From an optimization exercise on the open Yosys and OpenROAD flow, aimed at small area; shortcuts taken in it are not production practice. Function was checked by simulation only, so behaviour that the tests miss may differ from the original.

==> flow/design.v (excerpt) <==
module top
  (
    input clk,
    input rstn,
    input en,
    input [15 : 0] xin,
    output y
  );
Size: roughly 6100 cells after synthesis, about 1800 flip-flops.
export LEC_CHECK = 0
export ABC_AREA = 1
export CAP_MARGIN = 20
export CORE_MARGIN = 2
export CORE_UTILIZATION = 65
export CTS_CLUSTER_DIAMETER = 100
export CTS_CLUSTER_SIZE = 20
export SLEW_MARGIN = 20
create_clock -name core_clock -period 80.0 [get_ports {clk}]
standard.sh (not shown) runs the stock make flow with config.mk's settings and CLKGATE_MAP_FILE= SYNTH_SCRIPT=/design/flow/synth_recipe.tcl, a recipe that flattens the netlist after the stock synthesis.
==> flow/flow/run.sh <==
#!/bin/bash
# Standard layout, except that synthesis maps the logic with an area-oriented
# ABC script (flow/abc_area.script).  Yosys, its register handling and every
# later step are the standard ones: synthesis runs with a copy of the ORFS
# scripts folder that differs only in abc_area.script, and the remaining
# steps run with the stock scripts.
set -euo pipefail
here=$(pwd)
rm -rf "$here/synth_scripts"
cp -r "$FLOW_HOME/scripts" "$here/synth_scripts"
cp "$here/flow/abc_area.script" "$here/synth_scripts/abc_area.script"
SCRIPTS_DIR="$here/synth_scripts" bash standard.sh synth > "$here/synth.log" 2>&1
bash standard.sh > "$here/layout.log" 2>&1
==> flow/flow/abc_area.script <==
strash
dc2
dch -f
amap -m -F 2 -A 8
topo
stime -c
buffer -c
upsize -c
dnsize -c
Edit:
==> flow/run.sh (new file) <==
#!/bin/bash
# synth_recipe.tcl (not shown) runs the flow's synth.tcl, then flattens the netlist and writes it again
# the make line also repeats each setting of config.mk as NAME=value (left out here)
make -C /OpenROAD-flow-scripts/flow DESIGN_CONFIG=/design/flow/config.mk WORK_HOME=/design/flow/orfs CLKGATE_MAP_FILE= SYNTH_SCRIPT=/design/flow/synth_recipe.tcl finish
removed: flow/flow/run.sh
removed: flow/flow/abc_area.script
removed: flow/standard.sh
Cell area climbs by 4.4%.
Non-clock buffer count drops by 7.
Via count climbs by 7.5%.
Clock skew climbs by 8.8 ps.
Global-route usage climbs by 0.15 points.
Flip-flop and latch count does not change.
Setup slack gets better by 340 ps.
Clock-buffer cell count drops by 9.
Wire length climbs by 4.3%.


Another version of the RTL of top (not shown whole).
Size: about 5800 cells after synthesis, roughly 1800 flip-flops, roughly 84000 sq um of cells after synthesis.
Settings: LEC_CHECK=0, ABC_AREA=1, CAP_MARGIN=20, CORE_MARGIN=2, CORE_UTILIZATION=65, CTS_CLUSTER_DIAMETER=70, CTS_CLUSTER_SIZE=32, SLEW_MARGIN=20; clock period 80.0 ns.
==> flow/flow/run.sh <==
#!/bin/bash
# Standard layout, except that synthesis maps the logic with an area-oriented
# ABC script (flow/abc_area.script).  Yosys, its register handling and every
# later step are the standard ones: synthesis runs with a copy of the ORFS
# scripts folder that differs only in abc_area.script, and the remaining
# steps run with the stock scripts.
set -euo pipefail
here=$(pwd)
rm -rf "$here/synth_scripts"
cp -r "$FLOW_HOME/scripts" "$here/synth_scripts"
cp "$here/flow/abc_area.script" "$here/synth_scripts/abc_area.script"
SCRIPTS_DIR="$here/synth_scripts" bash standard.sh synth > "$here/synth.log" 2>&1
bash standard.sh > "$here/layout.log" 2>&1
==> flow/flow/abc_area.script <==
strash
dc2
dch -f
amap -m -F 2 -A 8
topo
stime -c
Change:
CTS_CLUSTER_DIAMETER = 90   (was 70)
CTS_CLUSTER_SIZE = 24   (was 32)
After rerunning: Critical path depth is lower by 2; global-route usage is lower by 0.27 points; worst hold slack is better by 0.0079 ns; first-iteration DRC count is lower by 2.6%; via count is lower by 0.63%; final cell count is lower by 0.89%; setup slack is better by 0.046 ns; routed wire length is lower by 1.1%.
Change:
CTS_CLUSTER_DIAMETER = 80   (was 90)
CTS_CLUSTER_SIZE = 28   (was 24)
Outcome:
- The changed run finished clean
- design area hardly moves
- clock-buffer cell count fell by 19
- fmax went down slightly
- clock skew fell by 0.0033 ns
- worst setup slack loses 0.13 ns
- wire length stays flat
- worst hold slack gains 0.019 ns
- synthesized area stays the same
- sequential share of layout area came out lower by 0.12 points

static timing again, ports no longer ideal:
In the flow no input, the clock included, has a driving cell. The finished layouts below were timed again as built, in two steps.
Step 1 assumes that a clkbuf_16 drives the clock port and a buf_2 every other input.
Step 2 adds t to the input delays and takes it off the output delays; t is the mean of the earliest and latest rising clock arrival at the registers after step 1. Input paths then give back, and output paths get back, about the clock's delay inside the block.
a / b / c = ideal / step 1 / step 2; a / b = the first two.
run | shift t [ns] | setup WS [ns] | worst hold slack (ns)
the first run of note 1 | 0.793 | 46.343 / 46.307 / 46.307 | 0.407 / 0.407 / 0.407
the second run of note 1 | 0.800 | 46.687 / 46.664 / 46.664 | 0.396 / 0.396 / 0.396
the first run of note 2 | 0.806 | 40.665 / 40.665 / 40.665 | 0.389 / 0.389 / 0.389
the second run of note 2 | 0.783 | 40.711 / 40.711 / 40.711 | 0.396 / 0.396 / 0.396
the third run of note 2 | 0.802 | 40.582 / 40.582 / 40.582 | 0.415 / 0.415 / 0.415
After both steps every run listed still meets setup and hold. For the first run of note 1, which loses most, drivers alone change the setup slack by -0.036 ns; drivers and shift together by -0.036 ns.
